Context: an optimization exercise on an open-source flow, tuned for small area, a short achievable clock period and few clock cycles per item. The choices shown serve that exercise and are no tape-out recipe. In this exercise RTL edits were held to simulation tests only and were not proved equivalent to the original.

--- flow/flow/run.sh ---
#!/bin/bash
# The standard layout, with the port buffers made of plain buffers
# (sky130_fd_sc_hd__buf_4) instead of the delay cell buffer_ports picks,
# timing repair free to resize them, and timing repair aiming at a setup
# slack of 6 ns. The make log goes to standard_flow.log.
set -euo pipefail
bash standard.sh MATCH_CELL_FOOTPRINT=0 SETUP_SLACK_MARGIN=6 "BUFFER_PORTS_ARGS=-buffer_cell sky130_fd_sc_hd__buf_4" finish > standard_flow.log 2>&1
--- flow/standard.sh ---
#!/bin/bash
# synth_recipe.tcl (not shown) runs the flow's synth.tcl, then flattens the netlist and writes it again
# the make line also repeats each setting of config.mk as NAME=value (left out here)
make -C /OpenROAD-flow-scripts/flow DESIGN_CONFIG=/design/flow/config.mk WORK_HOME=/design/flow/orfs CLKGATE_MAP_FILE= SYNTH_SCRIPT=/design/flow/synth_recipe.tcl "${@:-finish}"
--- flow/config.mk ---
export PLATFORM = sky130hd
export DESIGN_NAME = cpuops
export DESIGN_NICKNAME = cpuops
export VERILOG_FILES = /design/flow/design.v
export SDC_FILE = /design/flow/constraint.sdc
export NUM_CORES = 4
export LEC_CHECK = 0
export CAP_MARGIN = 20
export CORE_MARGIN = 2
export CORE_UTILIZATION = 40
export SLEW_MARGIN = 20
--- flow/constraint.sdc ---
create_clock -name core_clock -period 10.0 [get_ports {i_clk}]
set_input_delay 2.0000 -clock core_clock [delete_from_list [all_inputs] [get_ports {i_clk}]]
set_output_delay 2.0000 -clock core_clock [all_outputs]
set_load 0.01 [all_outputs]
--- flow/design.v ---
`default_nettype	none
module	slowmpy(i_clk, i_reset, i_stb, i_a, i_b, i_aux, o_busy,
		o_done, o_p, o_aux);
	parameter			LGNA = 6;
	parameter	[LGNA:0]	NA = 33;
	parameter	[0:0]		OPT_SIGNED = 1'b1;
	localparam	NB = NA;	 
	input	wire	i_clk, i_reset;
	input	wire	i_stb;
	input	wire	signed	[(NA-1):0]	i_a;
	input	wire	signed	[(NB-1):0]	i_b;
	input	wire				i_aux;
	output	reg				o_busy, o_done;
	output	reg	signed	[(NA+NB-1):0]	o_p;
	output	reg				o_aux;
	reg	[LGNA-1:0]	count;
	reg	[NA-1:0]	p_a;
	reg	[NB-1:0]	p_b;
	reg	[NA+NB-1:0]	partial;
	reg			aux;
	reg	almost_done;
	wire	pre_done;
	assign	pre_done = (count == 0);
	always @(posedge i_clk)
		almost_done <= (!i_reset)&&(o_busy)&&(pre_done);
	always @(posedge i_clk)
	if (i_reset)
	begin
		aux    <= 0;
		o_done <= 0;
		o_busy <= 0;
	end else if ((!o_busy)&&(i_stb))
	begin
		o_done <= 0;
		o_busy <= 1;
		aux    <= i_aux;
	end else if ((o_busy)&&(almost_done))
	begin
		o_done <= 1;
		o_busy <= 0;
	end else
		o_done <= 0;
	wire	[NA-1:0]	pwire;
	assign	pwire = (p_b[0] ? p_a : 0);
	always @(posedge i_clk)
	if (!o_busy)
	begin
		count <= NA[LGNA-1:0]-1;
		partial <= 0;
		p_a <= i_a;
		p_b <= i_b;
	end else begin
		p_b <= (p_b >> 1);
		partial[NB-2:0] <= partial[NB-1:1];
		if ((OPT_SIGNED)&&(pre_done))
			partial[NA+NB-1:NB-1] <= { 1'b0, partial[NA+NB-1:NB]} +
				{ 1'b0, pwire[NA-1], ~pwire[NA-2:0] };
		else if (OPT_SIGNED)
			partial[NA+NB-1:NB-1] <= {1'b0,partial[NA+NB-1:NB]} +
				{ 1'b0, !pwire[NA-1], pwire[NA-2:0] };
		else
			partial[NA+NB-1:NB-1] <= {1'b0, partial[NA+NB-1:NB]}
				+ ((p_b[0]) ? {1'b0,p_a} : 0);
		count <= count - 1;
	end
	always @(posedge i_clk)
	if (almost_done)
	begin
		if (OPT_SIGNED)
			o_p   <= partial[NA+NB-1:0]
				+ {1'b1,{(NA-2){1'b0}},1'b1, {(NB){1'b0}}};
		else
			o_p   <= partial[NA+NB-1:0];
		o_aux <= aux;
	end
endmodule
`default_nettype	none
module	mpyop(i_clk, i_reset, i_start, i_op, i_a, i_b, i_areg, o_busy, o_last, o_next);
	localparam	ND = 6, NS = 3;
	localparam	NB = 12;	 
	localparam	R  = 8;	 
	localparam	SW = 46;	 
	input	wire		i_clk, i_reset, i_start;
	input	wire	[1:0]	i_op;	 
	input	wire	[31:0]	i_a, i_b;
	input	wire	[31:0]	i_areg;	 
	output	wire		o_busy;	 
	output	wire		o_last;	 
	output	wire	[31:0]	o_next;	 
	genvar	i;
	reg	[NS-1:0]	stage;
	reg			r_asgn;	 
	wire	[32:0]		r_a = { r_asgn, i_areg };
	reg	[33:0]		acc;	 
	reg	[31:0]		bsh;	 
	reg			r_sgn, r_hi;
	reg	[ND-1:0]	d_one, d_two, d_neg;	 
	always @(posedge i_clk)
	if (i_reset)
		stage <= 0;
	else
		stage <= { stage[NS-2:0], i_start };
	assign	o_busy = |stage;
	assign	o_last = stage[NS-1];
	wire	nlast = stage[NS-2];	 
	wire	ext = r_sgn & bsh[R+NB-1];	 
	wire	[NB:0]	nchunk;
	generate for(i=0; i<NB; i=i+1)
	begin : NCHUNK
		if (i < R)
			assign nchunk[i+1] = (o_busy) ? bsh[NB+i] : i_b[i];
		else
			assign nchunk[i+1] = (o_busy)
					? ((nlast) ? ext : bsh[NB+i]) : i_b[i];
	end endgenerate
	assign	nchunk[0] = (o_busy) ? bsh[NB-1] : 1'b0;
	generate for(i=0; i<ND; i=i+1)
	begin : ENC
		wire	bm = nchunk[2*i];
		wire	b0 = nchunk[2*i+1];
		wire	b1 = nchunk[2*i+2];
		always @(posedge i_clk)
		begin
			d_one[i] <= b0 ^ bm;
			d_two[i] <= (b1 & !b0 & !bm) | (!b1 & b0 & bm);
			d_neg[i] <= b1;
		end
	end endgenerate
	wire	[33:0]	a_x1 = { r_a[32], r_a };
	wire	[33:0]	a_x2 = { r_a, 1'b0 };
	wire	[33:0]	pp0 = ({(34){d_one[0]}} & a_x1) | ({(34){d_two[0]}} & a_x2);
	wire	[33:0]	rw0 = pp0 ^ {(34){d_neg[0]}};
	wire	[33:0]	rx0 = { !rw0[33], rw0[32:0] };
	wire	[33:0]	pp1 = ({(34){d_one[1]}} & a_x1) | ({(34){d_two[1]}} & a_x2);
	wire	[33:0]	rw1 = pp1 ^ {(34){d_neg[1]}};
	wire	[33:0]	rx1 = { !rw1[33], rw1[32:0] };
	wire	[33:0]	pp2 = ({(34){d_one[2]}} & a_x1) | ({(34){d_two[2]}} & a_x2);
	wire	[33:0]	rw2 = pp2 ^ {(34){d_neg[2]}};
	wire	[33:0]	rx2 = { !rw2[33], rw2[32:0] };
	wire	[33:0]	pp3 = ({(34){d_one[3]}} & a_x1) | ({(34){d_two[3]}} & a_x2);
	wire	[33:0]	rw3 = pp3 ^ {(34){d_neg[3]}};
	wire	[33:0]	rx3 = { !rw3[33], rw3[32:0] };
	wire	[33:0]	pp4 = ({(34){d_one[4]}} & a_x1) | ({(34){d_two[4]}} & a_x2);
	wire	[33:0]	rw4 = pp4 ^ {(34){d_neg[4]}};
	wire	[33:0]	rx4 = { !rw4[33], rw4[32:0] };
	wire	[33:0]	pp5 = ({(34){d_one[5]}} & a_x1) | ({(34){d_two[5]}} & a_x2);
	wire	[33:0]	rw5 = pp5 ^ {(34){d_neg[5]}};
	wire	[33:0]	rx5 = { !rw5[33], rw5[32:0] };
	wire	[33:0]	acc_in = (stage[0]) ? 34'h0 : acc;
	wire	[33:0]	accx = { !acc_in[33], acc_in[32:0] };
	wire t1 = accx[8] ^ d_neg[4];
	wire t2 = accx[8] & d_neg[4];
	wire t3 = accx[9] ^ rx0[9];
	wire t4 = accx[9] & rx0[9];
	wire t5 = accx[10] ^ d_neg[5] ^ rx0[10];
	wire t6 = (accx[10] & d_neg[5]) | (accx[10] & rx0[10]) | (d_neg[5] & rx0[10]);
	wire t7 = rx1[8] ^ rx2[6];
	wire t8 = rx1[8] & rx2[6];
	wire t9 = accx[11] ^ rx0[11] ^ rx1[9];
	wire t10 = (accx[11] & rx0[11]) | (accx[11] & rx1[9]) | (rx0[11] & rx1[9]);
	wire t11 = rx2[7] ^ rx3[5];
	wire t12 = rx2[7] & rx3[5];
	wire t13 = accx[12] ^ rx0[12] ^ rx1[10];
	wire t14 = (accx[12] & rx0[12]) | (accx[12] & rx1[10]) | (rx0[12] & rx1[10]);
	wire t15 = rx2[8] ^ rx3[6];
	wire t16 = rx2[8] & rx3[6];
	wire t17 = accx[13] ^ rx0[13] ^ rx1[11];
	wire t18 = (accx[13] & rx0[13]) | (accx[13] & rx1[11]) | (rx0[13] & rx1[11]);
	wire t19 = rx2[9] ^ rx3[7];
	wire t20 = rx2[9] & rx3[7];
	wire t21 = accx[14] ^ rx0[14] ^ rx1[12];
	wire t22 = (accx[14] & rx0[14]) | (accx[14] & rx1[12]) | (rx0[14] & rx1[12]);
	wire t23 = rx2[10] ^ rx3[8];
	wire t24 = rx2[10] & rx3[8];
	wire t25 = accx[15] ^ rx0[15] ^ rx1[13];
	wire t26 = (accx[15] & rx0[15]) | (accx[15] & rx1[13]) | (rx0[15] & rx1[13]);
	wire t27 = rx2[11] ^ rx3[9];
	wire t28 = rx2[11] & rx3[9];
	wire t29 = accx[16] ^ rx0[16] ^ rx1[14];
	wire t30 = (accx[16] & rx0[16]) | (accx[16] & rx1[14]) | (rx0[16] & rx1[14]);
	wire t31 = rx2[12] ^ rx3[10];
	wire t32 = rx2[12] & rx3[10];
	wire t33 = accx[17] ^ rx0[17] ^ rx1[15];
	wire t34 = (accx[17] & rx0[17]) | (accx[17] & rx1[15]) | (rx0[17] & rx1[15]);
	wire t35 = rx2[13] ^ rx3[11];
	wire t36 = rx2[13] & rx3[11];
	wire t37 = accx[18] ^ rx0[18] ^ rx1[16];
	wire t38 = (accx[18] & rx0[18]) | (accx[18] & rx1[16]) | (rx0[18] & rx1[16]);
	wire t39 = rx2[14] ^ rx3[12];
	wire t40 = rx2[14] & rx3[12];
	wire t41 = accx[19] ^ rx0[19] ^ rx1[17];
	wire t42 = (accx[19] & rx0[19]) | (accx[19] & rx1[17]) | (rx0[19] & rx1[17]);
	wire t43 = rx2[15] ^ rx3[13];
	wire t44 = rx2[15] & rx3[13];
	wire t45 = accx[20] ^ rx0[20] ^ rx1[18];
	wire t46 = (accx[20] & rx0[20]) | (accx[20] & rx1[18]) | (rx0[20] & rx1[18]);
	wire t47 = rx2[16] ^ rx3[14];
	wire t48 = rx2[16] & rx3[14];
	wire t49 = accx[21] ^ rx0[21] ^ rx1[19];
	wire t50 = (accx[21] & rx0[21]) | (accx[21] & rx1[19]) | (rx0[21] & rx1[19]);
	wire t51 = rx2[17] ^ rx3[15];
	wire t52 = rx2[17] & rx3[15];
	wire t53 = accx[22] ^ rx0[22] ^ rx1[20];
	wire t54 = (accx[22] & rx0[22]) | (accx[22] & rx1[20]) | (rx0[22] & rx1[20]);
	wire t55 = rx2[18] ^ rx3[16];
	wire t56 = rx2[18] & rx3[16];
	wire t57 = accx[23] ^ rx0[23] ^ rx1[21];
	wire t58 = (accx[23] & rx0[23]) | (accx[23] & rx1[21]) | (rx0[23] & rx1[21]);
	wire t59 = rx2[19] ^ rx3[17];
	wire t60 = rx2[19] & rx3[17];
	wire t61 = accx[24] ^ rx0[24] ^ rx1[22];
	wire t62 = (accx[24] & rx0[24]) | (accx[24] & rx1[22]) | (rx0[24] & rx1[22]);
	wire t63 = rx2[20] ^ rx3[18];
	wire t64 = rx2[20] & rx3[18];
	wire t65 = accx[25] ^ rx0[25] ^ rx1[23];
	wire t66 = (accx[25] & rx0[25]) | (accx[25] & rx1[23]) | (rx0[25] & rx1[23]);
	wire t67 = rx2[21] ^ rx3[19];
	wire t68 = rx2[21] & rx3[19];
	wire t69 = accx[26] ^ rx0[26] ^ rx1[24];
	wire t70 = (accx[26] & rx0[26]) | (accx[26] & rx1[24]) | (rx0[26] & rx1[24]);
	wire t71 = rx2[22] ^ rx3[20];
	wire t72 = rx2[22] & rx3[20];
	wire t73 = accx[27] ^ rx0[27] ^ rx1[25];
	wire t74 = (accx[27] & rx0[27]) | (accx[27] & rx1[25]) | (rx0[27] & rx1[25]);
	wire t75 = rx2[23] ^ rx3[21];
	wire t76 = rx2[23] & rx3[21];
	wire t77 = accx[28] ^ rx0[28] ^ rx1[26];
	wire t78 = (accx[28] & rx0[28]) | (accx[28] & rx1[26]) | (rx0[28] & rx1[26]);
	wire t79 = rx2[24] ^ rx3[22];
	wire t80 = rx2[24] & rx3[22];
	wire t81 = accx[29] ^ rx0[29] ^ rx1[27];
	wire t82 = (accx[29] & rx0[29]) | (accx[29] & rx1[27]) | (rx0[29] & rx1[27]);
	wire t83 = rx2[25] ^ rx3[23];
	wire t84 = rx2[25] & rx3[23];
	wire t85 = accx[30] ^ rx0[30] ^ rx1[28];
	wire t86 = (accx[30] & rx0[30]) | (accx[30] & rx1[28]) | (rx0[30] & rx1[28]);
	wire t87 = rx2[26] ^ rx3[24];
	wire t88 = rx2[26] & rx3[24];
	wire t89 = accx[31] ^ rx0[31] ^ rx1[29];
	wire t90 = (accx[31] & rx0[31]) | (accx[31] & rx1[29]) | (rx0[31] & rx1[29]);
	wire t91 = rx2[27] ^ rx3[25];
	wire t92 = rx2[27] & rx3[25];
	wire t93 = accx[32] ^ rx0[32] ^ rx1[30];
	wire t94 = (accx[32] & rx0[32]) | (accx[32] & rx1[30]) | (rx0[32] & rx1[30]);
	wire t95 = rx2[28] ^ rx3[26];
	wire t96 = rx2[28] & rx3[26];
	wire t97 = accx[33] ^ rx0[33] ^ rx1[31];
	wire t98 = (accx[33] & rx0[33]) | (accx[33] & rx1[31]) | (rx0[33] & rx1[31]);
	wire t99 = rx2[29] ^ rx3[27];
	wire t100 = rx2[29] & rx3[27];
	wire t101 = !(rx1[32] ^ rx2[30]);
	wire t102 = rx1[32] | rx2[30];
	wire t103 = accx[4] ^ d_neg[2];
	wire t104 = accx[4] & d_neg[2];
	wire t105 = accx[5] ^ rx0[5];
	wire t106 = accx[5] & rx0[5];
	wire t107 = accx[6] ^ d_neg[3] ^ rx0[6];
	wire t108 = (accx[6] & d_neg[3]) | (accx[6] & rx0[6]) | (d_neg[3] & rx0[6]);
	wire t109 = rx1[4] ^ rx2[2];
	wire t110 = rx1[4] & rx2[2];
	wire t111 = accx[7] ^ rx0[7] ^ rx1[5];
	wire t112 = (accx[7] & rx0[7]) | (accx[7] & rx1[5]) | (rx0[7] & rx1[5]);
	wire t113 = rx2[3] ^ rx3[1];
	wire t114 = rx2[3] & rx3[1];
	wire t115 = t1 ^ rx0[8] ^ rx1[6];
	wire t116 = (t1 & rx0[8]) | (t1 & rx1[6]) | (rx0[8] & rx1[6]);
	wire t117 = rx2[4] ^ rx3[2] ^ rx4[0];
	wire t118 = (rx2[4] & rx3[2]) | (rx2[4] & rx4[0]) | (rx3[2] & rx4[0]);
	wire t119 = t2 ^ rx1[7] ^ rx2[5];
	wire t120 = (t2 & rx1[7]) | (t2 & rx2[5]) | (rx1[7] & rx2[5]);
	wire t121 = rx3[3] ^ rx4[1] ^ t3;
	wire t122 = (rx3[3] & rx4[1]) | (rx3[3] & t3) | (rx4[1] & t3);
	wire t123 = rx3[4] ^ rx4[2] ^ rx5[0];
	wire t124 = (rx3[4] & rx4[2]) | (rx3[4] & rx5[0]) | (rx4[2] & rx5[0]);
	wire t125 = t4 ^ t7 ^ t5;
	wire t126 = (t4 & t7) | (t4 & t5) | (t7 & t5);
	wire t127 = rx4[3] ^ rx5[1] ^ t8;
	wire t128 = (rx4[3] & rx5[1]) | (rx4[3] & t8) | (rx5[1] & t8);
	wire t129 = t11 ^ t6 ^ t9;
	wire t130 = (t11 & t6) | (t11 & t9) | (t6 & t9);
	wire t131 = rx4[4] ^ rx5[2] ^ t12;
	wire t132 = (rx4[4] & rx5[2]) | (rx4[4] & t12) | (rx5[2] & t12);
	wire t133 = t15 ^ t10 ^ t13;
	wire t134 = (t15 & t10) | (t15 & t13) | (t10 & t13);
	wire t135 = rx4[5] ^ rx5[3] ^ t16;
	wire t136 = (rx4[5] & rx5[3]) | (rx4[5] & t16) | (rx5[3] & t16);
	wire t137 = t19 ^ t14 ^ t17;
	wire t138 = (t19 & t14) | (t19 & t17) | (t14 & t17);
	wire t139 = rx4[6] ^ rx5[4] ^ t20;
	wire t140 = (rx4[6] & rx5[4]) | (rx4[6] & t20) | (rx5[4] & t20);
	wire t141 = t23 ^ t18 ^ t21;
	wire t142 = (t23 & t18) | (t23 & t21) | (t18 & t21);
	wire t143 = rx4[7] ^ rx5[5] ^ t24;
	wire t144 = (rx4[7] & rx5[5]) | (rx4[7] & t24) | (rx5[5] & t24);
	wire t145 = t27 ^ t22 ^ t25;
	wire t146 = (t27 & t22) | (t27 & t25) | (t22 & t25);
	wire t147 = rx4[8] ^ rx5[6] ^ t28;
	wire t148 = (rx4[8] & rx5[6]) | (rx4[8] & t28) | (rx5[6] & t28);
	wire t149 = t31 ^ t26 ^ t29;
	wire t150 = (t31 & t26) | (t31 & t29) | (t26 & t29);
	wire t151 = rx4[9] ^ rx5[7] ^ t32;
	wire t152 = (rx4[9] & rx5[7]) | (rx4[9] & t32) | (rx5[7] & t32);
	wire t153 = t35 ^ t30 ^ t33;
	wire t154 = (t35 & t30) | (t35 & t33) | (t30 & t33);
	wire t155 = rx4[10] ^ rx5[8] ^ t36;
	wire t156 = (rx4[10] & rx5[8]) | (rx4[10] & t36) | (rx5[8] & t36);
	wire t157 = t39 ^ t34 ^ t37;
	wire t158 = (t39 & t34) | (t39 & t37) | (t34 & t37);
	wire t159 = rx4[11] ^ rx5[9] ^ t40;
	wire t160 = (rx4[11] & rx5[9]) | (rx4[11] & t40) | (rx5[9] & t40);
	wire t161 = t43 ^ t38 ^ t41;
	wire t162 = (t43 & t38) | (t43 & t41) | (t38 & t41);
	wire t163 = rx4[12] ^ rx5[10] ^ t44;
	wire t164 = (rx4[12] & rx5[10]) | (rx4[12] & t44) | (rx5[10] & t44);
	wire t165 = t47 ^ t42 ^ t45;
	wire t166 = (t47 & t42) | (t47 & t45) | (t42 & t45);
	wire t167 = rx4[13] ^ rx5[11] ^ t48;
	wire t168 = (rx4[13] & rx5[11]) | (rx4[13] & t48) | (rx5[11] & t48);
	wire t169 = t51 ^ t46 ^ t49;
	wire t170 = (t51 & t46) | (t51 & t49) | (t46 & t49);
	wire t171 = rx4[14] ^ rx5[12] ^ t52;
	wire t172 = (rx4[14] & rx5[12]) | (rx4[14] & t52) | (rx5[12] & t52);
	wire t173 = t55 ^ t50 ^ t53;
	wire t174 = (t55 & t50) | (t55 & t53) | (t50 & t53);
	wire t175 = rx4[15] ^ rx5[13] ^ t56;
	wire t176 = (rx4[15] & rx5[13]) | (rx4[15] & t56) | (rx5[13] & t56);
	wire t177 = t59 ^ t54 ^ t57;
	wire t178 = (t59 & t54) | (t59 & t57) | (t54 & t57);
	wire t179 = rx4[16] ^ rx5[14] ^ t60;
	wire t180 = (rx4[16] & rx5[14]) | (rx4[16] & t60) | (rx5[14] & t60);
	wire t181 = t63 ^ t58 ^ t61;
	wire t182 = (t63 & t58) | (t63 & t61) | (t58 & t61);
	wire t183 = rx4[17] ^ rx5[15] ^ t64;
	wire t184 = (rx4[17] & rx5[15]) | (rx4[17] & t64) | (rx5[15] & t64);
	wire t185 = t67 ^ t62 ^ t65;
	wire t186 = (t67 & t62) | (t67 & t65) | (t62 & t65);
	wire t187 = rx4[18] ^ rx5[16] ^ t68;
	wire t188 = (rx4[18] & rx5[16]) | (rx4[18] & t68) | (rx5[16] & t68);
	wire t189 = t71 ^ t66 ^ t69;
	wire t190 = (t71 & t66) | (t71 & t69) | (t66 & t69);
	wire t191 = rx4[19] ^ rx5[17] ^ t72;
	wire t192 = (rx4[19] & rx5[17]) | (rx4[19] & t72) | (rx5[17] & t72);
	wire t193 = t75 ^ t70 ^ t73;
	wire t194 = (t75 & t70) | (t75 & t73) | (t70 & t73);
	wire t195 = rx4[20] ^ rx5[18] ^ t76;
	wire t196 = (rx4[20] & rx5[18]) | (rx4[20] & t76) | (rx5[18] & t76);
	wire t197 = t79 ^ t74 ^ t77;
	wire t198 = (t79 & t74) | (t79 & t77) | (t74 & t77);
	wire t199 = rx4[21] ^ rx5[19] ^ t80;
	wire t200 = (rx4[21] & rx5[19]) | (rx4[21] & t80) | (rx5[19] & t80);
	wire t201 = t83 ^ t78 ^ t81;
	wire t202 = (t83 & t78) | (t83 & t81) | (t78 & t81);
	wire t203 = rx4[22] ^ rx5[20] ^ t84;
	wire t204 = (rx4[22] & rx5[20]) | (rx4[22] & t84) | (rx5[20] & t84);
	wire t205 = t87 ^ t82 ^ t85;
	wire t206 = (t87 & t82) | (t87 & t85) | (t82 & t85);
	wire t207 = rx4[23] ^ rx5[21] ^ t88;
	wire t208 = (rx4[23] & rx5[21]) | (rx4[23] & t88) | (rx5[21] & t88);
	wire t209 = t91 ^ t86 ^ t89;
	wire t210 = (t91 & t86) | (t91 & t89) | (t86 & t89);
	wire t211 = rx4[24] ^ rx5[22] ^ t92;
	wire t212 = (rx4[24] & rx5[22]) | (rx4[24] & t92) | (rx5[22] & t92);
	wire t213 = t95 ^ t90 ^ t93;
	wire t214 = (t95 & t90) | (t95 & t93) | (t90 & t93);
	wire t215 = rx4[25] ^ rx5[23] ^ t96;
	wire t216 = (rx4[25] & rx5[23]) | (rx4[25] & t96) | (rx5[23] & t96);
	wire t217 = t99 ^ t94 ^ t97;
	wire t218 = (t99 & t94) | (t99 & t97) | (t94 & t97);
	wire t219 = rx3[28] ^ rx4[26] ^ rx5[24];
	wire t220 = (rx3[28] & rx4[26]) | (rx3[28] & rx5[24]) | (rx4[26] & rx5[24]);
	wire t221 = t100 ^ t101 ^ t98;
	wire t222 = (t100 & t101) | (t100 & t98) | (t101 & t98);
	wire t223 = rx1[33] ^ rx2[31] ^ rx3[29];
	wire t224 = (rx1[33] & rx2[31]) | (rx1[33] & rx3[29]) | (rx2[31] & rx3[29]);
	wire t225 = rx4[27] ^ rx5[25] ^ t102;
	wire t226 = (rx4[27] & rx5[25]) | (rx4[27] & t102) | (rx5[25] & t102);
	wire t227 = !(rx2[32] ^ rx3[30]);
	wire t228 = rx2[32] | rx3[30];
	wire t229 = rx4[28] ^ rx5[26];
	wire t230 = rx4[28] & rx5[26];
	wire t231 = rx2[33] ^ rx3[31] ^ rx4[29];
	wire t232 = (rx2[33] & rx3[31]) | (rx2[33] & rx4[29]) | (rx3[31] & rx4[29]);
	wire t233 = !(rx3[32] ^ rx4[30]);
	wire t234 = rx3[32] | rx4[30];
	wire t235 = accx[2] ^ d_neg[1];
	wire t236 = accx[2] & d_neg[1];
	wire t237 = accx[3] ^ rx0[3];
	wire t238 = accx[3] & rx0[3];
	wire t239 = t103 ^ rx0[4] ^ rx1[2];
	wire t240 = (t103 & rx0[4]) | (t103 & rx1[2]) | (rx0[4] & rx1[2]);
	wire t241 = t104 ^ rx1[3] ^ rx2[1];
	wire t242 = (t104 & rx1[3]) | (t104 & rx2[1]) | (rx1[3] & rx2[1]);
	wire t243 = rx3[0] ^ t106 ^ t109;
	wire t244 = (rx3[0] & t106) | (rx3[0] & t109) | (t106 & t109);
	wire t245 = t110 ^ t113 ^ t108;
	wire t246 = (t110 & t113) | (t110 & t108) | (t113 & t108);
	wire t247 = t114 ^ t112 ^ t115;
	wire t248 = (t114 & t112) | (t114 & t115) | (t112 & t115);
	wire t249 = t116 ^ t118 ^ t119;
	wire t250 = (t116 & t118) | (t116 & t119) | (t118 & t119);
	wire t251 = t120 ^ t123 ^ t122;
	wire t252 = (t120 & t123) | (t120 & t122) | (t123 & t122);
	wire t253 = t124 ^ t127 ^ t126;
	wire t254 = (t124 & t127) | (t124 & t126) | (t127 & t126);
	wire t255 = t128 ^ t131 ^ t130;
	wire t256 = (t128 & t131) | (t128 & t130) | (t131 & t130);
	wire t257 = t132 ^ t135 ^ t134;
	wire t258 = (t132 & t135) | (t132 & t134) | (t135 & t134);
	wire t259 = t136 ^ t139 ^ t138;
	wire t260 = (t136 & t139) | (t136 & t138) | (t139 & t138);
	wire t261 = t140 ^ t143 ^ t142;
	wire t262 = (t140 & t143) | (t140 & t142) | (t143 & t142);
	wire t263 = t144 ^ t147 ^ t146;
	wire t264 = (t144 & t147) | (t144 & t146) | (t147 & t146);
	wire t265 = t148 ^ t151 ^ t150;
	wire t266 = (t148 & t151) | (t148 & t150) | (t151 & t150);
	wire t267 = t152 ^ t155 ^ t154;
	wire t268 = (t152 & t155) | (t152 & t154) | (t155 & t154);
	wire t269 = t156 ^ t159 ^ t158;
	wire t270 = (t156 & t159) | (t156 & t158) | (t159 & t158);
	wire t271 = t160 ^ t163 ^ t162;
	wire t272 = (t160 & t163) | (t160 & t162) | (t163 & t162);
	wire t273 = t164 ^ t167 ^ t166;
	wire t274 = (t164 & t167) | (t164 & t166) | (t167 & t166);
	wire t275 = t168 ^ t171 ^ t170;
	wire t276 = (t168 & t171) | (t168 & t170) | (t171 & t170);
	wire t277 = t172 ^ t175 ^ t174;
	wire t278 = (t172 & t175) | (t172 & t174) | (t175 & t174);
	wire t279 = t176 ^ t179 ^ t178;
	wire t280 = (t176 & t179) | (t176 & t178) | (t179 & t178);
	wire t281 = t180 ^ t183 ^ t182;
	wire t282 = (t180 & t183) | (t180 & t182) | (t183 & t182);
	wire t283 = t184 ^ t187 ^ t186;
	wire t284 = (t184 & t187) | (t184 & t186) | (t187 & t186);
	wire t285 = t188 ^ t191 ^ t190;
	wire t286 = (t188 & t191) | (t188 & t190) | (t191 & t190);
	wire t287 = t192 ^ t195 ^ t194;
	wire t288 = (t192 & t195) | (t192 & t194) | (t195 & t194);
	wire t289 = t196 ^ t199 ^ t198;
	wire t290 = (t196 & t199) | (t196 & t198) | (t199 & t198);
	wire t291 = t200 ^ t203 ^ t202;
	wire t292 = (t200 & t203) | (t200 & t202) | (t203 & t202);
	wire t293 = t204 ^ t207 ^ t206;
	wire t294 = (t204 & t207) | (t204 & t206) | (t207 & t206);
	wire t295 = t208 ^ t211 ^ t210;
	wire t296 = (t208 & t211) | (t208 & t210) | (t211 & t210);
	wire t297 = t212 ^ t215 ^ t214;
	wire t298 = (t212 & t215) | (t212 & t214) | (t215 & t214);
	wire t299 = t219 ^ t216 ^ t218;
	wire t300 = (t219 & t216) | (t219 & t218) | (t216 & t218);
	wire t301 = t220 ^ t223 ^ t225;
	wire t302 = (t220 & t223) | (t220 & t225) | (t223 & t225);
	wire t303 = t227 ^ t229 ^ t224;
	wire t304 = (t227 & t229) | (t227 & t224) | (t229 & t224);
	wire t305 = rx5[27] ^ t228 ^ t230;
	wire t306 = (rx5[27] & t228) | (rx5[27] & t230) | (t228 & t230);
	wire t307 = rx5[28] ^ t233;
	wire t308 = rx5[28] & t233;
	wire t309 = rx3[33] ^ rx4[31] ^ rx5[29];
	wire t310 = (rx3[33] & rx4[31]) | (rx3[33] & rx5[29]) | (rx4[31] & rx5[29]);
	wire t311 = !(rx4[32] ^ rx5[30]);
	wire t312 = rx4[32] | rx5[30];
	wire t313 = accx[0] ^ d_neg[0];
	wire t314 = accx[0] & d_neg[0];
	wire t315 = accx[1] ^ rx0[1];
	wire t316 = accx[1] & rx0[1];
	wire t317 = t235 ^ rx0[2] ^ rx1[0];
	wire t318 = (t235 & rx0[2]) | (t235 & rx1[0]) | (rx0[2] & rx1[0]);
	wire t319 = t236 ^ rx1[1] ^ t237;
	wire t320 = (t236 & rx1[1]) | (t236 & t237) | (rx1[1] & t237);
	wire t321 = rx2[0] ^ t238 ^ t239;
	wire t322 = (rx2[0] & t238) | (rx2[0] & t239) | (t238 & t239);
	wire t323 = t105 ^ t240 ^ t241;
	wire t324 = (t105 & t240) | (t105 & t241) | (t240 & t241);
	wire t325 = t242 ^ t107 ^ t243;
	wire t326 = (t242 & t107) | (t242 & t243) | (t107 & t243);
	wire t327 = t111 ^ t244 ^ t245;
	wire t328 = (t111 & t244) | (t111 & t245) | (t244 & t245);
	wire t329 = t117 ^ t246 ^ t247;
	wire t330 = (t117 & t246) | (t117 & t247) | (t246 & t247);
	wire t331 = t121 ^ t248 ^ t249;
	wire t332 = (t121 & t248) | (t121 & t249) | (t248 & t249);
	wire t333 = t250 ^ t125 ^ t251;
	wire t334 = (t250 & t125) | (t250 & t251) | (t125 & t251);
	wire t335 = t129 ^ t252 ^ t253;
	wire t336 = (t129 & t252) | (t129 & t253) | (t252 & t253);
	wire t337 = t133 ^ t254 ^ t255;
	wire t338 = (t133 & t254) | (t133 & t255) | (t254 & t255);
	wire t339 = t137 ^ t256 ^ t257;
	wire t340 = (t137 & t256) | (t137 & t257) | (t256 & t257);
	wire t341 = t141 ^ t258 ^ t259;
	wire t342 = (t141 & t258) | (t141 & t259) | (t258 & t259);
	wire t343 = t145 ^ t260 ^ t261;
	wire t344 = (t145 & t260) | (t145 & t261) | (t260 & t261);
	wire t345 = t149 ^ t262 ^ t263;
	wire t346 = (t149 & t262) | (t149 & t263) | (t262 & t263);
	wire t347 = t153 ^ t264 ^ t265;
	wire t348 = (t153 & t264) | (t153 & t265) | (t264 & t265);
	wire t349 = t157 ^ t266 ^ t267;
	wire t350 = (t157 & t266) | (t157 & t267) | (t266 & t267);
	wire t351 = t161 ^ t268 ^ t269;
	wire t352 = (t161 & t268) | (t161 & t269) | (t268 & t269);
	wire t353 = t165 ^ t270 ^ t271;
	wire t354 = (t165 & t270) | (t165 & t271) | (t270 & t271);
	wire t355 = t169 ^ t272 ^ t273;
	wire t356 = (t169 & t272) | (t169 & t273) | (t272 & t273);
	wire t357 = t173 ^ t274 ^ t275;
	wire t358 = (t173 & t274) | (t173 & t275) | (t274 & t275);
	wire t359 = t177 ^ t276 ^ t277;
	wire t360 = (t177 & t276) | (t177 & t277) | (t276 & t277);
	wire t361 = t181 ^ t278 ^ t279;
	wire t362 = (t181 & t278) | (t181 & t279) | (t278 & t279);
	wire t363 = t185 ^ t280 ^ t281;
	wire t364 = (t185 & t280) | (t185 & t281) | (t280 & t281);
	wire t365 = t189 ^ t282 ^ t283;
	wire t366 = (t189 & t282) | (t189 & t283) | (t282 & t283);
	wire t367 = t193 ^ t284 ^ t285;
	wire t368 = (t193 & t284) | (t193 & t285) | (t284 & t285);
	wire t369 = t197 ^ t286 ^ t287;
	wire t370 = (t197 & t286) | (t197 & t287) | (t286 & t287);
	wire t371 = t201 ^ t288 ^ t289;
	wire t372 = (t201 & t288) | (t201 & t289) | (t288 & t289);
	wire t373 = t205 ^ t290 ^ t291;
	wire t374 = (t205 & t290) | (t205 & t291) | (t290 & t291);
	wire t375 = t209 ^ t292 ^ t293;
	wire t376 = (t209 & t292) | (t209 & t293) | (t292 & t293);
	wire t377 = t213 ^ t294 ^ t295;
	wire t378 = (t213 & t294) | (t213 & t295) | (t294 & t295);
	wire t379 = t217 ^ t296 ^ t297;
	wire t380 = (t217 & t296) | (t217 & t297) | (t296 & t297);
	wire t381 = t221 ^ t298 ^ t299;
	wire t382 = (t221 & t298) | (t221 & t299) | (t298 & t299);
	wire t383 = t222 ^ t301 ^ t300;
	wire t384 = (t222 & t301) | (t222 & t300) | (t301 & t300);
	wire t385 = t226 ^ t303 ^ t302;
	wire t386 = (t226 & t303) | (t226 & t302) | (t303 & t302);
	wire t387 = t231 ^ t305 ^ t304;
	wire t388 = (t231 & t305) | (t231 & t304) | (t305 & t304);
	wire t389 = t232 ^ t306 ^ t307;
	wire t390 = (t232 & t306) | (t232 & t307) | (t306 & t307);
	wire t391 = t234 ^ t308 ^ t309;
	wire t392 = (t234 & t308) | (t234 & t309) | (t308 & t309);
	wire t393 = t311 ^ t310;
	wire t394 = t311 & t310;
	wire t395 = rx4[33] ^ rx5[31] ^ t312;
	wire t396 = (rx4[33] & rx5[31]) | (rx4[33] & t312) | (rx5[31] & t312);
	wire t397 = !rx5[32];
	wire	[SW-1:0]	tx = { 1'b1, 1'b1, rx5[32], t397, t394, t393, t390, t389, t387, t385, t382, t380, t378, t376, t374, t372, t370, t368, t366, t364, t362, t360, t358, t356, t354, t352, t350, t348, t346, t344, t342, t340, t338, t336, t334, t332, t330, t328, t326, t324, t322, t320, t318, t316, t314, t313 };
	wire	[SW-1:0]	ty = { 1'b0, 1'b0, rx5[33], t396, t395, t392, t391, t388, t386, t384, t383, t381, t379, t377, t375, t373, t371, t369, t367, t365, t363, t361, t359, t357, t355, t353, t351, t349, t347, t345, t343, t341, t339, t337, t335, t333, t331, t329, t327, t325, t323, t321, t319, t317, t315, rx0[0] };
	wire	[SW-1:0]	rsum = tx + ty;
	always @(posedge i_clk)
	if (!o_busy)
	begin
		r_asgn <= i_op[0] & i_a[31];
		bsh   <= i_b;
		r_sgn <= i_op[0];
		r_hi  <= i_op[1];
	end else
		bsh   <= { rsum[NB-1:0], bsh[31:NB] };
	always @(posedge i_clk)
		acc   <= rsum[NB+33:NB];
	assign	o_next = (r_hi) ? rsum[R+31:R] : { rsum[R-1:0], bsh[31:R] };
endmodule
`default_nettype	none
module	cpuops(i_clk,i_reset, i_stb, i_op, i_a, i_b, o_c, o_f, o_valid,
			o_busy);
	input	wire	i_clk, i_reset, i_stb;
	input	wire	[3:0]	i_op;
	input	wire	[31:0]	i_a, i_b;
	output	reg	[31:0]	o_c;
	output	wire	[3:0]	o_f;
	output	reg		o_valid;
	output	wire		o_busy;
	reg	c, pre_sign, set_ovfl, keep_sgn_on_ovfl;
	wire	this_is_a_multiply_op;
	assign	this_is_a_multiply_op = (i_stb)&&((i_op[3:1]==3'h5)||(i_op[3:0]==4'hc));
	wire		mpybusy, mpylast;
	wire	[31:0]	mpy_next;
	mpyop	thempy(i_clk, i_reset, this_is_a_multiply_op, i_op[1:0],
		i_a, i_b, o_c, mpybusy, mpylast, mpy_next);
	wire	[31:0]	next_c;
	wire		next_carry;
	aluop	thealu(mpybusy, mpylast, i_op, i_a, i_b, mpy_next, o_c,
			next_c, next_carry);
	always @(posedge i_clk)
	begin
		pre_sign <= i_a[31];
		c <= next_carry;
		set_ovfl <= !mpybusy && (((i_op==4'h0)&&(i_a[31] != i_b[31]))
			||((i_op==4'h2)&&(i_a[31] == i_b[31]))
			||(i_op == 4'h6)
			||(i_op == 4'h5));
		keep_sgn_on_ovfl <= !mpybusy &&
			(((i_op==4'h0)&&(i_a[31] != i_b[31]))
			||((i_op==4'h2)&&(i_a[31] == i_b[31])));
		o_c <= next_c;
	end
	assign	o_busy = mpybusy;
	wire	z = (o_c == 32'h0000);
	wire	n = (o_c[31]);
	wire	v = (set_ovfl)&&(pre_sign != o_c[31]);
	wire	vx = (keep_sgn_on_ovfl)&&(pre_sign != o_c[31]);
	assign	o_f = { v, n^vx, c, z };
	always @(posedge i_clk)
	if (i_reset)
		o_valid <= 1'b0;
	else
		o_valid <=((i_stb)&&(!this_is_a_multiply_op))||(mpylast);
endmodule
module	aluop(i_busy, i_last, i_op, i_a, i_b, i_mpy, i_hold, o_r, o_c);
	input	wire		i_busy, i_last;
	input	wire	[3:0]	i_op;
	input	wire	[31:0]	i_a, i_b;
	input	wire	[31:0]	i_mpy, i_hold;
	output	wire	[31:0]	o_r;
	output	wire		o_c;
	genvar	k;
	wire		sub = !i_op[1];
	wire	[32:0]	sum = { 1'b0, i_a } + { 1'b0, i_b ^ {(32){sub}} }
				+ { 32'h0, sub };
	wire		c_add = sum[32] ^ sub;
	wire	[31:0]	a_rev, b_rev;
	generate for(k=0; k<32; k=k+1)
	begin : REV
		assign	a_rev[k] = i_a[31-k];
		assign	b_rev[k] = i_b[31-k];
	end endgenerate
	wire		lsl  = i_op[1] & !i_op[0];
	wire		fill = i_op[1] & i_op[0] & i_a[31];
	wire		kill = |i_b[31:6];
	wire	[32:0]	sh_in = { (lsl) ? a_rev : i_a, 1'b0 };
	wire	signed	[33:0]	sh_x = { fill, sh_in };
	wire	[33:0]	sh_y = sh_x >>> i_b[5:0];
	wire	[32:0]	sh_r = (kill) ? {(33){fill}} : sh_y[32:0];
	wire	[31:0]	sh_rev;
	generate for(k=0; k<32; k=k+1)
	begin : SREV
		assign	sh_rev[k] = sh_r[32-k];
	end endgenerate
	wire	alu = !i_busy;
	wire	op_arith = alu && (i_op[3:2] == 2'b00) && !i_op[0];  
	wire	op_rsh   = alu && (i_op[3:2] == 2'b01) && i_op[0];   
	wire	op_lsl   = alu && (i_op == 4'h6);
	reg	t3, t2h, t1h, t2l, t1l, lg;
	always @(*)
	begin
		{ lg, t3, t2h, t1h, t2l, t1l } = 6'b0;
		case(i_op)
		4'h1: { lg, t3, t2h, t1h, t2l, t1l } = 6'b11_00_00;
		4'h3: { lg, t3, t2h, t1h, t2l, t1l } = 6'b11_11_11;
		4'h4: { lg, t3, t2h, t1h, t2l, t1l } = 6'b10_11_11;
		4'h9: { lg, t3, t2h, t1h, t2l, t1l } = 6'b11_10_01;
		4'ha, 4'hb, 4'hc:
		      { lg, t3, t2h, t1h, t2l, t1l } = 6'b11_10_10;
		4'hd, 4'he, 4'hf:
		      { lg, t3, t2h, t1h, t2l, t1l } = 6'b11_01_01;
		default: { lg, t3, t2h, t1h, t2l, t1l } = 6'b0;
		endcase
	end
	wire	op_brev = alu && (i_op == 4'h8);
	wire	op_logic = alu && lg;
	wire	[31:0]	t2 = { {(16){t2h}}, {(16){t2l}} };
	wire	[31:0]	t1 = { {(16){t1h}}, {(16){t1l}} };
	wire	[31:0]	logic_r = ({(32){t3}} & i_a & i_b) | (t2 & i_a & ~i_b)
			| (t1 & ~i_a & i_b);
	assign	o_r = ({(32){op_arith}} & sum[31:0])
			| ({(32){op_rsh}} & sh_r[32:1])
			| ({(32){op_lsl}} & sh_rev)
			| ({(32){op_logic}} & logic_r)
			| ({(32){op_brev}} & b_rev)
			| ({(32){i_last}} & i_mpy)
			| ({(32){i_busy && !i_last}} & i_hold);
	assign	o_c = (op_arith & c_add) | ((op_rsh | op_lsl) & sh_r[0]);
endmodule
==> notes.md, run 1 <==
Post-CTS Hold Fix Bufs 0; GP Congestion 1.01; Seq/Total Area, Yosys 0.115; Worst Setup Start Kind register; fmax 192 MHz; Hold Path Sink thempy.bsh[17]; share of cells above drive strength 1 0.307; worst r2r src thempy.d_one[1]; DRT Pass-1 Iters 8; Max Cap Viol 0; cells on worst reg2reg path 19; vias per cell between 6 and 7; Mapped Cells 2543; delay of the slowest cell on the worst path between 0.5 and 0.6 ns; Detailed Place HPWL 74.3 mm; TritonCTS clock tree built; YS warnings 3; DR WL/cell 32.7 µm; vias between 20000 and 25000; Final Hold Violating Endpoints 0; # rows between 80 and 90; Net Count, Synth around 2900; R2R Setup Slk around 4.8 ns; Tcrit/Tclk final 0.520; Buf/Inv on CP 5; Crit. End Element register; hold path start thempy.bsh[29]; number of synthesized flops with an enable pin 3; number of port buffers between 100 and 150; Reg clk slew, reported paths 0.07 ns; Initial Util 0.407; Fin Setup TNS 0 ns; vias in the first global route 22300; number of remaining DRC errors 0; Core Box Area slightly above 0.05 mm²; Post-layout nets around 3000; die height around 230 µm; Filler cells 4605; r2r endpoint o_c[30]; arrival time worst endpoint between 5 and 6 ns; remaining global-route overflow 0; Clock Tree Root clkbuf_16; flops & latches, synth 119; kind of critical path register to register; I/O pins roughly 110; Synth Flop Type dfxtp_1; die area about 0.054 mm²; library cells used by synthesis 78; Final Max Slew Viols 0; deepest clock path buffer count 2; Fin Hold WS roughly 0.46 ns; final setup violation count 0; critical path fanouts, max 17; H-Tree Depth 4; overall routing resource usage 0.392; run status complete, no violations; hold depth 2; RSZ-0062 raised after global routing true; multi-input logic area 0.0194 mm²; Area Overhead vs Synth 30.3%; Worst Path Required 10.33 ns; Clock Skew ~0.013 ns; Post-Syn Area approximately 0.021 mm²; family with the most delay on the worst path adder cells; Slowest-stage cell, CP fa_1; final period demand of the worst path about 5.2 ns; total wire length about 110 mm; clock latency at the later pin of the worst-skew pair approximately 0.46 ns; die width roughly 230 µm; pin count of the biggest net entering global routing 57; Min-Delay Path Class register to register; Post-Syn Area per Cell 8.24 µm²; Post-synth ARST share 0; first-pass GRT wire length around 150 mm; relative slew slack 0.281; FF/Latch Area approximately 0.0025 mm²; cell chain of the critical path buf_12 > buf_4 > a22oi_2 > xor2_1 > fa_1 > fa_2 > inv_2 > fa_1 > fa_1 > ha_4 > buf_4 > nand2_2 > or3_1 > o211ai_1 > buf_4 > a21o_1 > nand3_2 > and2_4 > a311o_1; Post-DRT Antenna Nets 0; DRT iter0 DRCs between 2000 and 2500; Num CTS Buffers 17; post-route core utilization 0.530; Slew @ Worst Pin roughly 1.1 ns; clock sinks about 120; initial antenna violation count 2
==> layout make-up <==
| type | instances | area share |
|---|---|---|
| timing repair buffer | 328 | 0.117 |
| clock buffer | 18 | 0.0165 |
| antenna | 2 | 0.000183 |
| clock inverter | 14 | 0.00637 |
| multi-input combinational | 2006 | 0.710 |
| tap | 680 | 0.0311 |
| sequential | 119 | 0.0932 |
| inverter | 186 | 0.0263 |
==> state kept, by name (all words and copies together) (netlist names), 2 cells and up <==
signal,cells
thempy.acc,34
thempy.d_two,6
thempy.d_neg,2
thempy.d_one,6
thempy.stage,3
o_c,32
thempy.bsh,28
==> timing repair <==
item	in CTS	in global routing
pin swaps	89	113
resized for setup	341	119
cloned	15	1
setup endpoints to repair	76	73
buffers inserted	108	55
==> layout by cell type, fill, tap and decap left out, drive strengths merged, types with 14 or more instances in the layout <==
cell type and instances:
buf 314, a22oi 215, nand2 201, xnor2 196, inv 191, fa 159
o21ai 157, ha 116, dfxtp 116, a21oi 112, xor2 108, nor2 89
a21o 59, mux2i 58, nor2b 44, o211ai 42, mux4 41, nand3 38
nand2b 37, clkbuf 32, a222oi 23, nor4 22, a31oi 20, a221oi 17
and3 17, o21a 16, nor3 16, and2 14
==> worst reg2reg max path, delay by kind of cell, from the launching register on <==
family                   cells  cell delay (ns)
adder cells (fa/ha/maj)      5             2.05
AO/OA/AOI/OAI                4             0.86
AND/OR/NAND/NOR              4             0.78
buffers and inverters        5             0.77
flip-flops                   1             0.37
XOR/XNOR                     1             0.22
==> routing by layer <==
| metal | global-route usage | share of wire | vias to the layer above |
|---|---|---|---|
| li1 | - | - | 9351 |
| met5 | 0 | 0 | - |
| met3 | 0.0770 | 0.095 | 481 |
| met1 | 0.466 | 0.36 | 11100 |
| met4 | 0.284 | 0.090 | 0 |
| met2 | 0.631 | 0.45 | 1493 |
==> how the worst max path moves through the flow <==
stage | startpoint | end | slack, ns | cells after the start
after floorplan | i_op[1] | o_c[30] | 4.94 | 15
after global placement | i_op[1] | o_c[24] | 4.06 | 9
after detailed placement | i_op[1] | o_c[29] | 3.97 | 10
after CTS | thempy.d_two[1] | o_c[30] | 4.90 | 18
after global routing | thempy.d_one[1] | o_c[30] | 4.67 | 18
final | thempy.d_one[1] | o_c[30] | 4.80 | 19
==> stage by stage <==
step / cells / worst slack, ns / instance area (µm²)
2_1_floorplan: 2543 / 4.94 / 22400
3_5_place_dp: 3140 / 3.97 / 22900
5_1_grt: 3351 / 4.67 / 27300
3_3_place_gp: 3140 / 4.06 / 22900
4_1_cts: 3295 / 4.90 / 26300
6_report: 3353 / 4.80 / 27300
==> cells in the mapped netlist (58+ instances only) <==
cell type / number / area (µm²)
ha_1: 116 / 1450
a21o_1: 59 / 443
xnor2_1: 196 / 1720
a21oi_1: 112 / 561
mux2i_1: 58 / 581
nand2_1: 201 / 754
dfxtp_1: 116 / 2320
fa_1: 159 / 3180
nor2_1: 89 / 334
o21ai_0: 154 / 771
inv_1: 180 / 676
xor2_1: 108 / 946
a22oi_1: 215 / 1610
clkbuf_1: 198 / 743
==> kinds of logic (layout without fill, tap and decap cells) <==
family	count (synthesis)	count (layout)	synth area share
AOI/OAI and AO/OA	785	785	0.258
muxes	112	112	0.0789
and+or+nand+nor	529	530	0.122
xor gates and xnor gates	304	304	0.127
other	0	2	0
adders and majority gates	275	275	0.221
DFF	119	119	0.115
buffers and inverters	419	546	0.0774
Testbench counts, summed over its fixed seeds: cycles 28,765, items 16,384.
==> run 2, diff against run 1 <==
==> flow/flow/run.sh (replaced) <==
#!/bin/bash
# The standard layout, with the port buffers made of plain buffers
# (sky130_fd_sc_hd__buf_4) instead of the delay cell buffer_ports picks,
# timing repair free to resize them, and timing repair aiming at a setup
# slack of 7 ns. The make log goes to standard_flow.log.
set -euo pipefail
bash standard.sh MATCH_CELL_FOOTPRINT=0 SETUP_SLACK_MARGIN=7 "BUFFER_PORTS_ARGS=-buffer_cell sky130_fd_sc_hd__buf_4" finish > standard_flow.log 2>&1
==> run 2 against run 1 <==
Still clean on timing, DRC and antenna. Non-clock buffer count is 68 higher. Global-route usage is 0.28 points lower. Area after synthesis stayed put. Routed wire length is 0.43% lower. Register-to-register slack worse by 0.04 ns. Final area is 2.8% higher. Count of clock-buffer cells in the layout is 3 higher. First-iteration DRC count is 18% higher. Critical path type unchanged.
==> notes.md, run 2 <==
Num CTS Buffers 17; Min-Delay Path Class register to register; top cells by area, synth fa_1 15%, dfxtp_1 11%, xnor2_1 8.2%; arrival time worst endpoint about 5.6 ns; cell chain of the critical path buf_12 > buf_4 > a22oi_2 > xor2_1 > fa_1 > fa_2 > inv_1 > fa_1 > fa_1 > ha_4 > nand4_1 > or3_4 > nor4_4 > o21ai_4 > nand4_1 > nand4_1 > and2_4 > o21ai_1 > a21oi_1; number of synthesized flops with an enable pin 3; I/O pins 109; run status complete, no violations; pin count of the biggest net entering global routing between 50 and 60; DR WL/cell 31.9 µm; Post-CTS Hold Fix Bufs 0; fmax around 190 MHz; number of remaining DRC errors 0; vias per cell 6.69; initial antenna violation count 6; vias in the first global route around 22000; DRT Pass-1 Iters 8; Final Hold Violating Endpoints 0; overall routing resource usage 0.389; Post-synth ARST share 0; Clock Skew about 0.013 ns; Tcrit/Tclk final 0.524; Core Box Area between 0.05 and 0.06 mm²; flops & latches, synth between 100 and 150; Initial Util 0.407; remaining global-route overflow 0; YS warnings 3; routing usage on met1 0.505; first-pass GRT wire length about 150 mm; Slowest-stage cell, CP fa_1; clock sinks ~120; final setup violation count 0; GP Congestion roughly 1.0; Seq/Total Area, Yosys 0.115; multi-input logic area a little under 0.02 mm²; Largest regs thempy.acc: 34 flops, o_c: 32 flops, thempy.bsh: 28 flops; RSZ-0062 raised after global routing true; Reg clk slew, reported paths approximately 0.060 ns; count leader, synth a22oi_1; Yosys top cell area share 0.152; Post-DRT Antenna Nets 0; Mapped Cells 2543; Buf/Inv on CP 3; Crit. End Element register; Synth Flop Type dfxtp_1; total wire length around 110 mm; Post-Syn Area per Cell ~8 µm²; Worst Setup Start Kind register; clock latency at the later pin of the worst-skew pair 0.44 ns; Largest register FFs 34; Commonest cells post-synth 215 x a22oi_1, 201 x nand2_1, 198 x clkbuf_1; vias 22900; share of cells above drive strength 1 0.324; TritonCTS clock tree built; Slew @ Worst Pin just over 1 ns; Fin Setup TNS 0 ns; Most flops, register thempy.acc; commonest non-fill, non-tap cell in the layout buf_4; Filler cells 4574; number of port buffers roughly 110; met3 usage 0.0692; delay of the slowest cell on the worst path 0.50 ns; Final Max Slew Viols 0; H-Tree Depth 4; Post-layout nets 3074; Clock Tree Root clkbuf_16; # rows 83; final period demand of the worst path about 5.2 ns; library cells used by synthesis approximately 80; Post-Syn Area between 0.02 and 0.025 mm²; DRT iter0 DRCs 2889; die height between 200 and 250 µm; deepest clock path buffer count 2; family with the most delay on the worst path adder cells; Net Count, Synth around 2900; Worst Path Required a little over 10 ns; gr busiest metal met2; Detailed Place HPWL 74.0 mm; die area approximately 0.054 mm²; relative slew slack 0.322; Area Overhead vs Synth 34.0%; Max Cap Viol 0; FF/Latch Area ~0.0026 mm²; kind of critical path register to register; grt met2 use 0.610; Synth area leader fa_1; most frequent cells in the layout 280 x buf_4, 188 x nand2_1, 178 x xnor2_1; critical path fanouts, max 8; die width between 200 and 250 µm
[run 2: layout make-up]
cell class              count  area share
diodes                      3    0.000267
clock buffers              21      0.0160
clock inverters            10     0.00548
inverters                 186      0.0262
multi-input cells        2007       0.693
flip-flops and latches    119      0.0914
well taps                 680      0.0303
repair buffers            396       0.137
repair inverters            1    0.000267
[run 2: timing repair]
item | 4_1_cts | 5_1_grt
endpoints found under the setup margin | 131 | 112
gates cloned | 13 | 2
buffers inserted | 143 | 97
pin swaps | 113 | 96
gates resized for setup | 342 | 119
[run 2: kinds of logic after synthesis]
group	share of synthesized area
AO/OA/AOI/OAI	0.258
flip-flops	0.115
XOR/XNOR	0.127
buffers and inverters	0.0774
AND/OR/NAND/NOR	0.122
multiplexers	0.0789
adder cells (fa/ha/maj)	0.221
[run 2: final timing paths]
kind | end | slack [ns] | cells after the start | startpoint
worst max-delay path | thempy.acc[32] | 4.76 | 19 | thempy.d_two[0]
worst max register to register | thempy.acc[32] | 4.76 | 19 | thempy.d_two[0]
worst min register to register | thempy.bsh[14] | 0.45 | 2 | thempy.bsh[26]
worst min-delay path | thempy.bsh[14] | 0.45 | 2 | thempy.bsh[26]
[run 2: stage by stage]
| stage | setup WS, ns | area, µm² | hold slack, ns | utilization | std cells |
|---|---|---|---|---|---|
| 3_3_place_gp | 3.97 | 23100 | 0.434 | 0.448 | 3134 |
| 5_1_grt | 4.59 | 28100 | 0.461 | 0.545 | 3421 |
| 6_report | 4.76 | 28100 | 0.453 | 0.545 | 3423 |
| 3_5_place_dp | 3.89 | 23100 | 0.437 | 0.448 | 3134 |
| 2_1_floorplan | 4.94 | 22800 | 0.421 | - | 2543 |
| 4_1_cts | 4.84 | 26600 | 0.450 | 0.517 | 3321 |
[run 2: metal layers]
layer,part of all wire,vias to the layer above
met5,0.00028,-
met4,0.076,4
met3,0.10,404
met2,0.44,1615
met1,0.38,11400
li1,-,9507
[run 2: tightest hold or removal path, delay by kind of cell, from the launching register on]
kind | cells | cell delay, ns
simple gates | 2 | 0.09
flops | 1 | 0.31

re-timing with driven ports:
Ports are ideal in the flow. The routed layouts listed here were re-timed in OpenROAD.
Step 1: set_driving_cell puts a clkbuf_16 on i_clk and a buf_2 on each other input, an assumption about the parent block.
Step 2, shift: input delay + t, output delay - t, t = (earliest + latest rising clock arrival at the registers) / 2. This alone moves slack from input paths to output paths.
Slacks: no drivers / after step 1 / after step 2; pairs: no drivers / after step 1.
run | shift t [ns] | slack for setup (ns) | worst setup path after step 2 | clock arrival spread, ns | pins driven straight from the clock port
run 1 | 0.497 | 4.797 / 4.797 / 4.451 | input to register | 0.014 / 0.014 | 1
run 2 | 0.492 | 4.761 / 4.761 / 4.460 | input to register | 0.013 / 0.013 | 1
After both steps setup and hold are still met in every run listed. For run 1, which loses most, drivers alone change the setup slack by 0.000 ns; drivers and shift together by -0.346 ns.
